Context: an optimization exercise on an open-source flow, tuned for small area. The choices shown serve that exercise and are no tape-out recipe.
Function was checked by simulation only, so behaviour that the tests miss may differ from the original.
The clock port is modelled as an ideal driver; clocking choices that lean on that would not hold on a real chip.
No activity file was given, so power comes from the tool's default toggle rates.

Design top_ep4ce6, start of the top module:
module top_ep4ce6 (
                input wire resetn,
                input wire clk50m,
                input wire uart_rx,
                input wire [3:0] sw,
                output wire uart_tx,
                output wire beep_o,
                output wire [4:0] led,
                output wire [7:0] seg7,
                output wire [3:0] seg_cs );
    reg [22:0] c;
    always @(posedge clk50m or negedge resetn)
        if (!resetn) c <= 23'd0;
        else         c <= c + 1'b1;
    reg [7:0] seg;
    always @(*)
        case (c[22:19])
            4'h0 : seg = 8'hc0;
            4'h1 : seg = 8'hf9;
            4'h2 : seg = 8'ha4;
            4'h3 : seg = 8'hb0;
            4'h4 : seg = 8'h99;
            4'h5 : seg = 8'h92;
            4'h6 : seg = 8'h82;
            4'h7 : seg = 8'hf8;
            4'h8 : seg = 8'h80;
            4'h9 : seg = 8'h90;
            4'ha : seg = 8'h88;
            4'hb : seg = 8'h83;
            4'hc : seg = 8'hc6;
            4'hd : seg = 8'ha1;
            4'he : seg = 8'h86;
            4'hf : seg = 8'h8e;
        endcase
    assign seg7   = seg;
    assign seg_cs = 4'b0000;
    assign beep_o = sw[0] & ~(c[7] & c[18] & c[21]);
    reg [17:0] lc;
  ...
==> flow/config.mk <==
export PLATFORM = sky130hd
export DESIGN_NAME = top_ep4ce6
export DESIGN_NICKNAME = top_ep4ce6
export VERILOG_FILES = /design/flow/design.v
export SDC_FILE = /design/flow/constraint.sdc
export NUM_CORES = 4
export LEC_CHECK = 0
export CAP_MARGIN = 20
export CORE_MARGIN = 2
export CORE_UTILIZATION = 70
export PLACE_DENSITY = 0.8
export SLEW_MARGIN = 20
==> flow/constraint.sdc <==
create_clock -name core_clock -period 20.0 [get_ports {clk50m}]
set_input_delay 4.0000 -clock core_clock [delete_from_list [all_inputs] [get_ports {clk50m}]]
set_output_delay 4.0000 -clock core_clock [all_outputs]
set_load 0.01 [all_outputs]
standard.sh (not shown) runs the stock make flow with config.mk's settings and CLKGATE_MAP_FILE= SYNTH_SCRIPT=/design/flow/synth_recipe.tcl, a recipe that flattens the netlist after the stock synthesis.
==> flow/flow/run.sh <==
#!/bin/bash
# Layout flow: the standard ORFS flow (standard.sh), with two changes to
# how the gates are made, none to the registers:
#  - synthesis maps the logic with an area-oriented ABC script (flow/area.abc)
#    and without the half-adder extraction (ADDER_MAP_FILE empty);
#  - CTS does not add dummy balancing loads, and after CTS each clock buffer
#    is downsized where the register clock pins keep a slew well below the
#    limit (flow/downsize_clock.tcl);
#  - the ports get the smallest buffer (buf_1) instead of a delay buffer;
#  - the constant outputs share synthesis's single tie-low/tie-high cell
#    (SKIP_REPAIR_TIE_FANOUT).
# Each tool's output goes to a log file in this folder.
set -euo pipefail
here=$(pwd)
abc_script="$here/flow/area.abc"

# Synthesis script: synth_recipe.tcl with the ABC call redirected to area.abc.
{
  echo "proc abc {args} {"
  echo "  set i [lsearch -exact \$args -script]"
  echo "  if {\$i >= 0} { set args [lreplace \$args \$i [expr {\$i + 1}]] }"
  echo "  set i [lsearch -exact \$args -D]"
  echo "  if {\$i >= 0} { set args [lreplace \$args \$i [expr {\$i + 1}]] }"
  echo "  yosys abc -script $abc_script -D 20000 {*}\$args"
  echo "}"
  cat synth_recipe.tcl
} > area_synth.tcl

sed -e "s#SYNTH_SCRIPT=[^ ]*synth_recipe.tcl#SYNTH_SCRIPT=$here/area_synth.tcl ADDER_MAP_FILE=#" standard.sh > area_standard.sh
grep -q "area_synth.tcl ADDER_MAP_FILE=" area_standard.sh

export CTS_ARGS="-sink_clustering_enable -repair_clock_nets -dont_use_dummy_load"
export BUFFER_PORTS_ARGS="-buffer_cell sky130_fd_sc_hd__buf_1"
export POST_CTS_TCL="$here/flow/downsize_clock.tcl"
export SKIP_REPAIR_TIE_FANOUT=1
bash area_standard.sh finish > orfs_flow.log 2>&1
==> flow/flow/area.abc <==
strash
dc2
strash
&get -n
&dch -f
&nf -R 1000
&put
strash
&get -n
&dch -f
&nf -R 1000
&put
strash
&get -n
&dch -f
&nf -R 1000
&put
Other scripts of this flow, unchanged in this note and not shown: flow/flow/downsize_clock.tcl
Then changed:
--- a/flow/flow/area.abc
+++ b/flow/flow/area.abc
@@ -17,0 +18,10 @@
+strash
+&get -n
+&dch -f
+&nf -R 1000
+&put
+strash
+&get -n
+&dch -f
+&nf -R 1000
+&put
Result: Worst setup slack is worse by 0.025 ns; final area is about the same; clock power is higher slightly.

port drivers added, routing unchanged:
How much do the figures lean on ideal ports? The routed layouts below were timed once more, with nothing changed but the port constraints. Step 1 (the two cells are an assumption about what drives the block):
set clk [get_ports {clk50m}]
set_driving_cell -lib_cell sky130_fd_sc_hd__clkbuf_16 $clk
set_driving_cell -lib_cell sky130_fd_sc_hd__buf_2 [delete_from_list [all_inputs] $clk]
Step 2 also shifts input and output timing later by t, the mid clock arrival at the registers, as if the neighbouring blocks saw the same clock. Three values: no drivers, after step 1, after step 2; two values: the first two.
| run | t (ns) | setup slack, ns | hold slack, ns | worst setup path at the end | latest minus earliest clock arrival (ns) |
|---|---|---|---|---|---|
| the first run | 0.512 | 11.577 / 11.556 / 11.556 | 0.359 / 0.359 / 0.359 | input to output | 0.027 / 0.028 |
| the second run | 0.512 | 11.552 / 11.529 / 11.529 | 0.364 / 0.364 / 0.364 | input to output | 0.037 / 0.037 |
After both steps setup and hold are still met in every run listed. For the second run, which loses most, drivers alone change the setup slack by -0.023 ns; drivers and shift together by -0.023 ns.
